Source: an optimization exercise on an open RTL-to-GDS flow (aim: small area, a short achievable clock period and few clock cycles per item). Production flows keep margins and buffers that such runs may drop. RTL that was checked went through simulation tests only; none was proved equivalent to the original. Power and IR drop assume default switching activity.

==> inputs of quartz <==
Design multserial, start of the top module:
module multserial(input wire CLK,
                  input wire RST,
                  input wire MST,
                  input wire MSGN,
                  input wire [31:0] SRCA,
                  input wire [31:0] SRCB,
                  output wire [63:0] PROD,
                  output wire PRODV);
    wire [32:0] a = {MSGN & SRCA[31], SRCA};
    wire [34:0] b = {MSGN & SRCB[31], MSGN & SRCB[31], SRCB, 1'b0};   
    wire [16:0] neg, onen, twon;
    benc u_benc0 (.x2(b[2]), .x1(b[1]), .x0(b[0]), .neg(neg[0]), .onen(onen[0]), .twon(twon[0]));
    benc u_benc1 (.x2(b[4]), .x1(b[3]), .x0(b[2]), .neg(neg[1]), .onen(onen[1]), .twon(twon[1]));
    benc u_benc2 (.x2(b[6]), .x1(b[5]), .x0(b[4]), .neg(neg[2]), .onen(onen[2]), .twon(twon[2]));
    benc u_benc3 (.x2(b[8]), .x1(b[7]), .x0(b[6]), .neg(neg[3]), .onen(onen[3]), .twon(twon[3]));
    benc u_benc4 (.x2(b[10]), .x1(b[9]), .x0(b[8]), .neg(neg[4]), .onen(onen[4]), .twon(twon[4]));
    benc u_benc5 (.x2(b[12]), .x1(b[11]), .x0(b[10]), .neg(neg[5]), .onen(onen[5]), .twon(twon[5]));
    benc u_benc6 (.x2(b[14]), .x1(b[13]), .x0(b[12]), .neg(neg[6]), .onen(onen[6]), .twon(twon[6]));
    benc u_benc7 (.x2(b[16]), .x1(b[15]), .x0(b[14]), .neg(neg[7]), .onen(onen[7]), .twon(twon[7]));
    benc u_benc8 (.x2(b[18]), .x1(b[17]), .x0(b[16]), .neg(neg[8]), .onen(onen[8]), .twon(twon[8]));
    benc u_benc9 (.x2(b[20]), .x1(b[19]), .x0(b[18]), .neg(neg[9]), .onen(onen[9]), .twon(twon[9]));
    benc u_benc10 (.x2(b[22]), .x1(b[21]), .x0(b[20]), .neg(neg[10]), .onen(onen[10]), .twon(twon[10]));
    benc u_benc11 (.x2(b[24]), .x1(b[23]), .x0(b[22]), .neg(neg[11]), .onen(onen[11]), .twon(twon[11]));
    benc u_benc12 (.x2(b[26]), .x1(b[25]), .x0(b[24]), .neg(neg[12]), .onen(onen[12]), .twon(twon[12]));
    benc u_benc13 (.x2(b[28]), .x1(b[27]), .x0(b[26]), .neg(neg[13]), .onen(onen[13]), .twon(twon[13]));
    benc u_benc14 (.x2(b[30]), .x1(b[29]), .x0(b[28]), .neg(neg[14]), .onen(onen[14]), .twon(twon[14]));
  ...
Settings: LEC_CHECK=0, CAP_MARGIN=20, CORE_MARGIN=2, CORE_UTILIZATION=40, PLACE_DENSITY=0.6, SLEW_MARGIN=20, SYNTH_HIERARCHICAL=1; clock period 5.0 ns.
standard.sh (not shown) runs the stock make flow with config.mk's settings and CLKGATE_MAP_FILE= SYNTH_SCRIPT=/design/flow/synth_recipe.tcl, a recipe that flattens the netlist after the stock synthesis.
==> flow/flow/run.sh <==
#!/bin/bash
set -e
export BUFFER_PORTS_ARGS="-buffer_cell sky130_fd_sc_hd__buf_2"
bash standard.sh finish > standard.log 2>&1
==> fjord (differences from quartz) <==
==> flow/run.sh (new file) <==
#!/bin/bash
# synth_recipe.tcl (not shown) runs the flow's synth.tcl, then flattens the netlist and writes it again
# the make line also repeats each setting of config.mk as NAME=value (left out here)
make -C /OpenROAD-flow-scripts/flow DESIGN_CONFIG=/design/flow/config.mk WORK_HOME=/design/flow/orfs CLKGATE_MAP_FILE= SYNTH_SCRIPT=/design/flow/synth_recipe.tcl finish
Settings changed: CORE_UTILIZATION 40 to 65, PLACE_DENSITY 0.6 to 0.75.
removed: flow/flow/run.sh
removed: flow/standard.sh
==> yarrow (differences from quartz) <==
==> flow/run.sh (new file) <==
#!/bin/bash
# synth_recipe.tcl (not shown) runs the flow's synth.tcl, then flattens the netlist and writes it again
# the make line also repeats each setting of config.mk as NAME=value (left out here)
make -C /OpenROAD-flow-scripts/flow DESIGN_CONFIG=/design/flow/config.mk WORK_HOME=/design/flow/orfs CLKGATE_MAP_FILE= SYNTH_SCRIPT=/design/flow/synth_recipe.tcl finish
removed: flow/flow/run.sh
removed: flow/standard.sh
==> impl_metrics.py <==
metrics = {
    "sta": {
        "fin_ws_ps": 201,
        "hold_slack_ps": 470,
    },
    "routing": {
        "drt_iter0_markers": 2243,
        "routedLengthMet1_um": 36500,
        "wl_met3_um": 7140,
        "wl_per_cell_um": 26.4,
    },
    "pwr": {
        "p_leak_nw": 12.9,
        "finalPower_w": 0.0211,
        "seq_power_share_pct": 14.6,
    },
    "global_route": {
        "first_global_vias": 23400,
        "grt_use_met1_pct": 35.4,
        "grt_pass1_wl_um": 143000,
    },
    "final_layout": {
        "buffer_area_share_pct": 12.1,
        "fin_util_pct": 50.1,
    },
    "outcome": {
        "outcome": "timing/DRC/antenna clean",
    },
    "placement": {
        "gp_congestion": 1.07,
        "placed_area_um2": 32200,
    },
    "worst_setup_path": {
        "endpoint": "PROD[63]",
    },
}
-- figures above: quartz

==> impl_metrics.py <==
metrics = {
    "routing": {
        "drt_iter0_markers": 2125,
        "routedLengthMet1_um": 39000,
    },
    "sta": {
        "fin_ws_ps": -14.1,
        "setup_violations": 3,
    },
    "outcome": {
        "so_faults": "negative setup slack",
        "outcome": "finished with violations",
    },
    "pwr": {
        "finalPower_w": 0.0230,
        "seq_power_share_pct": 13.5,
    },
    "global_route": {
        "grt_use_met1_pct": 37.0,
    },
    "placement": {
        "placed_area_um2": 34600,
    },
    "worst_setup_path": {
        "endpoint": "c_q[39]",
    },
}
-- figures above: yarrow

==> impl_metrics.py <==
metrics = {
    "worst_setup_path": {
        "worstPathRequired_ps": 5220,
        "critPathKind": "input port to register",
        "endpoint": "c_q[36]",
    },
    "final_layout": {
        "fin_util_pct": 87.8,
        "buffer_area_share_pct": 17.1,
        "drive_gt1_share_pct": 26.1,
    },
    "pwr": {
        "p_leak_nw": 14.0,
        "seq_power_share_pct": 13.0,
        "finalPower_w": 0.0238,
    },
    "global_route": {
        "grt_use_met1_pct": 53.9,
        "first_global_vias": 27000,
        "grt_pass1_wl_um": 158000,
    },
    "sta": {
        "setup_violations": 17,
        "hold_slack_ps": 490,
        "fin_ws_ps": -154,
    },
    "placement": {
        "placed_area_um2": 33300,
        "gp_congestion": 1.07,
    },
    "outcome": {
        "outcome": "finished with violations",
        "so_faults": "negative setup slack",
    },
    "routing": {
        "wl_per_cell_um": 32.5,
    },
}
-- figures above: fjord

Testbench counts of quartz, summed over its fixed seeds: cycles 2,000, items 2,000.
Testbench counts of fjord, summed over its fixed seeds: cycles 2,000, items 2,000.
Testbench counts of yarrow, summed over its fixed seeds: cycles 2,000, items 2,000.

========
==> 07-26: inputs <==
multserial, a different RTL version from the one above (not shown whole).
==> module benc, before the edit <==
module benc(input wire x2, input wire x1, input wire x0, output wire neg, output wire onen, output wire twon);
    wire d = x1 ^ x0;
    assign neg = x2 & ~(x1 & x0);
    assign onen = ~d;
    assign twon = d | ~(x2 ^ x1);
endmodule
==> flow/config.mk <==
export PLATFORM = sky130hd
export DESIGN_NAME = multserial
export DESIGN_NICKNAME = multserial
export VERILOG_FILES = /design/flow/design.v
export SDC_FILE = /design/flow/constraint.sdc
export NUM_CORES = 4
export LEC_CHECK = 0
export CAP_MARGIN = 20
export CORE_MARGIN = 2
export CORE_UTILIZATION = 40
export PLACE_DENSITY = 0.7
export SLEW_MARGIN = 20
export SYNTH_HIERARCHICAL = 1
==> flow/constraint.sdc <==
create_clock -name core_clock -period 5.0 [get_ports {CLK}]
set_input_delay 1.0000 -clock core_clock [delete_from_list [all_inputs] [get_ports {CLK}]]
set_output_delay 1.0000 -clock core_clock [all_outputs]
set_load 0.01 [all_outputs]
==> flow/flow/run.sh <==
#!/bin/bash
set -e
export BUFFER_PORTS_ARGS="-buffer_cell sky130_fd_sc_hd__buf_2"
bash standard.sh finish > standard.log 2>&1
==> 06-06: changes against 07-26 <==
--- a/flow/design.v
+++ b/flow/design.v
@@ -1366,10 +1366,13 @@
 endmodule
 module benc(input wire x2, input wire x1, input wire x0, output wire neg, output wire onen, output wire twon);
     wire d = x1 ^ x0;
-    assign neg = x2 & ~(x1 & x0);
+    bneg u_neg (.x2(x2), .x1(x1), .x0(x0), .neg(neg));
     assign onen = ~d;
     assign twon = d | ~(x2 ^ x1);
 endmodule
+module bneg(input wire x2, input wire x1, input wire x0, output wire neg);
+    assign neg = x2 & ~(x1 & x0);
+endmodule
 module xnr(input wire a, input wire b, output wire y);
     assign y = ~(a ^ b);
 endmodule
==> 07-21: changes against 07-26 <==
--- a/flow/design.v
+++ b/flow/design.v
@@ -1365,10 +1365,9 @@
     assign PRODV = prodv;
 endmodule
 module benc(input wire x2, input wire x1, input wire x0, output wire neg, output wire onen, output wire twon);
-    wire d = x1 ^ x0;
     assign neg = x2 & ~(x1 & x0);
-    assign onen = ~d;
-    assign twon = d | ~(x2 ^ x1);
+    assign onen = ~(x1 ^ x0);
+    assign twon = ~((x2 & ~x1 & ~x0) | (~x2 & x1 & x0));
 endmodule
 module xnr(input wire a, input wire b, output wire y);
     assign y = ~(a ^ b);
- GPL_ROUTABILITY_DRIVEN: default -> 0
==> comparison table <==
|  | 07-26 | 07-21 | 06-06 |
|---|---|---|---|
| Status | timing/DRC/antenna clean | timing/DRC/antenna clean | timing/DRC/antenna clean |
| Total number of multi-input combinational cells | 1,964 | 1,979 | 1,979 |
| Final Wtd Congestion | 0.983 | - | 1.00 |
| Post-synthesis sequential area ratio | 0.144 | 0.143 | 0.143 |
| Post-route cell area | 0.0305 mm² | 0.0308 mm² | 0.0308 mm² |
| Width of the chip | 256 µm | 257 µm | 256 µm |
| Placed wire-length estimate | 72,200 µm | 69,200 µm | 75,400 µm |
| Setup slack, reg-to-reg | 4.39 ns | 4.39 ns | 4.40 ns |
| Number of nets at the end of the flow | 3,246 | 3,258 | 3,239 |
| Register share of total power | 0.145 | 0.145 | 0.143 |
| Normalized max-slew margin | 0.344 | 0.316 | 0.413 |
| Die boundary height | 256 µm | 257 µm | 256 µm |
| Core Area | 0.0630 mm² | 0.0632 mm² | 0.0631 mm² |
| Fmax | 0.207 GHz | 0.209 GHz | 0.211 GHz |
Testbench counts of 06-06, summed over its fixed seeds: cycles 2,000, items 2,000.
Testbench counts of 07-21, summed over its fixed seeds: cycles 2,000, items 2,000.
Function not checked in 07-26: the RTL went through the layout flow alone.

========
==> v19: inputs <==
multserial, a different RTL version from the one above (not shown whole).
==> flow/config.mk <==
export PLATFORM = sky130hd
export DESIGN_NAME = multserial
export DESIGN_NICKNAME = multserial
export VERILOG_FILES = /design/flow/design.v
export SDC_FILE = /design/flow/constraint.sdc
export NUM_CORES = 4
export LEC_CHECK = 0
export CAP_MARGIN = 0
export CORE_MARGIN = 2
export CORE_UTILIZATION = 40
export PLACE_DENSITY = 0.6
export SLEW_MARGIN = 0
export SYNTH_HIERARCHICAL = 1
==> flow/constraint.sdc <==
create_clock -name core_clock -period 5.0 [get_ports {CLK}]
set_input_delay 1.0000 -clock core_clock [delete_from_list [all_inputs] [get_ports {CLK}]]
set_output_delay 1.0000 -clock core_clock [all_outputs]
set_load 0.01 [all_outputs]
Scripts as last shown in full above: flow/flow/run.sh
==> inputs of v34, as changes to v19 <==
CAP_MARGIN = 20   (was 0)
CORE_UTILIZATION = 50   (was 40)
PLACE_DENSITY = 0.65   (was 0.6)
SLEW_MARGIN = 20   (was 0)
==> impl_metrics.py <==
metrics = {
    "run_status": {
        "status": "complete, no violations",
    },
    "power": {
        "seq_power_share_pct": 14.1,
        "irDropWorstVdd_v": 0.000810,
        "p_leak_uw": 0.0129,
    },
    "detailed_routing": {
        "drt_wl_total_um": 92300,
        "drtIter0Drc": 2713,
        "viasPerCell": 6.31,
    },
    "cells_and_area": {
        "fin_nets": 3467,
        "sh_seq_area_pct": 11.3,
        "final_cells": 3489,
        "multi_input_area_share_pct": 70.3,
        "layout-drive-gt1-share_pct": 24.1,
    },
    "floorplan": {
        "fp.dieArea_um2": 54000,
    },
    "timing": {
        "fmax_ghz": 0.206,
        "finalWorstSetupSlack_ps": 151,
        "finalCriticalPeriod_ps": 4850,
        "min_period_over_period_pct": 97.0,
        "tightest_slew_ps": 1080,
    },
    "critical_path": {
        "worstPathArrival_ps": 5080,
    },
    "grt": {
        "grt_antenna_before_repair": 0,
    },
}
That was v34.
==> impl_metrics.py <==
metrics = {
    "timing": {
        "tightest_slew_ps": 839,
        "finalCriticalPeriod_ps": 4900,
        "min_period_over_period_pct": 98.0,
        "fmax_ghz": 0.204,
        "finalWorstSetupSlack_ps": 101,
    },
    "power": {
        "combPwrFrac_pct": 79.6,
        "irDropWorstVdd_v": 0.000403,
        "seq_power_share_pct": 14.2,
    },
    "grt": {
        "grt_antenna_before_repair": 1,
    },
    "cells_and_area": {
        "multi_input_cells": 2070,
        "multi_input_area_share_pct": 70.0,
        "final_cells": 3652,
        "fill_cells": 5841,
        "layout-drive-gt1-share_pct": 23.7,
    },
    "floorplan": {
        "fp.dieArea_um2": 67300,
    },
    "detailed_routing": {
        "drt_wl_total_um": 92900,
        "viasPerCell": 5.95,
        "drtIter0Drc": 2086,
    },
    "run_status": {
        "status": "complete, no violations",
    },
    "critical_path": {
        "worstPathArrival_ps": 5140,
    },
}
That was v19.
No run of this note included a check of the RTL's function; only the layout flow was run.

========
==> 12-27 <==
multserial again, from the RTL that the note above started with.
export LEC_CHECK = 0
export CAP_MARGIN = 20
export CORE_MARGIN = 2
export CORE_UTILIZATION = 40
export PLACE_DENSITY = 0.6
export SLEW_MARGIN = 20
export SYNTH_HIERARCHICAL = 1
create_clock -name core_clock -period 5.0 [get_ports {CLK}]
==> flow/flow/run.sh <==
#!/bin/bash
set -e
export BUFFER_PORTS_ARGS="-buffer_cell sky130_fd_sc_hd__buf_2"
export RECOVER_POWER=100
bash standard.sh finish > standard.log 2>&1
==> 02-15 (differences from 12-27) <==
==> flow/flow/run.sh (replaced) <==
#!/bin/bash
set -e
export BUFFER_PORTS_ARGS="-buffer_cell sky130_fd_sc_hd__buf_2"
bash standard.sh finish > standard.log 2>&1
==> metrics.cfg <==
[run_status]
status = timing/DRC/antenna clean

[layout]
multiInputGateArea_sq_um = 22800
sh_seq_area = 0.112

[power_and_ir_drop]
seq-power_mw = 3.04
swShare = 0.463
ir_drop_mv = 0.403

[detailed_routing]
drt-initial-drc-count = 2086

[sta]
layout_setup_ws_ns = 0.101
fmax_mhz = 204

[worst_setup_path]
r2r_slack_ns = 4.43

(the above is from 02-15)
==> metrics.cfg <==
[job]
cap_violations = 1

[power_and_ir_drop]
seq-power_mw = 3.05
ir_drop_mv = 0.362
swShare = 0.470

[run_status]
failed_checks = max-capacitance violations, max-slew violations
status = failed layout checks

[sta]
layout_setup_ws_ns = 0.119
slew_violations = 57

[detailed_routing]
drt-initial-drc-count = 2175

[layout]
sh_seq_area = 0.113
multiInputGateArea_sq_um = 22700

(the above is from 12-27)
No run of this note included a check of the RTL's function; only the layout flow was run.

========
==> run X <==
multserial with an RTL version that a note above also has.
clock: 5.0 ns
lec_check: 0
cap_margin: 20
core_margin: 2
core_utilization: 40
place_density: 0.6
slew_margin: 20
synth_hierarchical: 1
==> flow/flow/run.sh <==
#!/bin/bash
set -e
export BUFFER_PORTS_ARGS="-buffer_cell sky130_fd_sc_hd__buf_2"
bash standard.sh finish > standard.log 2>&1
==> run P (differences from run X) <==
- PLACE_DENSITY: 0.6 -> 0.7
==> summary of the runs <==
In combinational power, run P and run X hardly differ. In register-to-register slack, run P and run X hardly differ. In run X the routed wire length is larger than in run P, by about 0.7%. Against run X, the worst hold slack of run P is worse by 0.0015 ns. In sequential power, run P and run X hardly differ. Of run P and run X, run X has the higher non-clock buffer count (gap 22). In run P the global-route usage is lower than in run X, by 0.24 points.
==> figures <==
|  | run P | run X |
|---|---|---|
| Run status | finished clean | finished clean |
| Ant diodes | 2 | 0 |
| Half-perimeter wire length of the detailed placement result | 72500 um | 74400 um |
| Multi-input gate share of total cell area | 70.9% | 70.7% |
| Wire length on met2 | 39900 um | 40200 um |
| Routed wire length | 90200 um | 90900 um |
| Sequential share of cell area | 11.8% | 11.8% |
| Met2 track utilization from global routing | 41.9% | 42.2% |
| Met1 routing resource usage after global routing | 37.3% | 38.0% |
| Count of non-CTS buffers in the layout | 400 | 422 |
| Slowest stage cell on the critical path | sky130_fd_sc_hd__edfxtp_1 | sky130_fd_sc_hd__xor2_1 |
| Clock Latency Late Sink | 0.49 ns | 0.48 ns |
| Share of cells above drive strength 1 | 20.8% | 21.6% |
| IR Drop Worst-Case VDD | 0.453 mV | 0.344 mV |
| Final Util | 49.0% | 49.2% |
| Drt initial violations | 2671 | 2648 |
Testbench counts of run X, summed over its fixed seeds: cycles 2,000, items 2,000.
Testbench counts of run P, summed over its fixed seeds: cycles 2,000, items 2,000.

==> port drivers added, routing unchanged <==
Ports are ideal in the flow. The routed layouts listed here were re-timed in OpenROAD.
Step 1 (the two cells are an assumption about what drives the block):
set clk [get_ports {CLK}]
set_driving_cell -lib_cell sky130_fd_sc_hd__clkbuf_16 $clk
set_driving_cell -lib_cell sky130_fd_sc_hd__buf_2 [delete_from_list [all_inputs] $clk]
Step 2 times the ports against the registers' clock, not the clock port: input delays grow and output delays shrink by t, the midpoint of the rising clock arrivals with the driver on.
Slacks: ideal / step 1 / step 2; pairs: ideal / step 1.
run	t, ns	setup slack, ns	worst slew at a driven data input, ns
quartz	0.548	0.201 / 0.133 / -0.246	0.05
fjord	0.540	-0.154 / -0.122 / -0.661	0.10
yarrow	0.542	-0.014 / 0.016 / -0.526	0.05
07-26	0.552	0.178 / 0.137 / -0.335	0.07
06-06	0.554	0.259 / 0.201 / -0.132	0.07
07-21	0.546	0.207 / 0.233 / -0.313	0.08
v19	0.555	0.101 / 0.134 / -0.413	0.06
v34	0.559	0.151 / 0.191 / -0.369	0.06
12-27	0.557	0.119 / 0.135 / -0.396	0.06
02-15	0.555	0.101 / 0.134 / -0.413	0.06
run X	0.546	0.187 / 0.127 / -0.268	0.05
run P	0.550	0.235 / 0.177 / -0.236	0.06
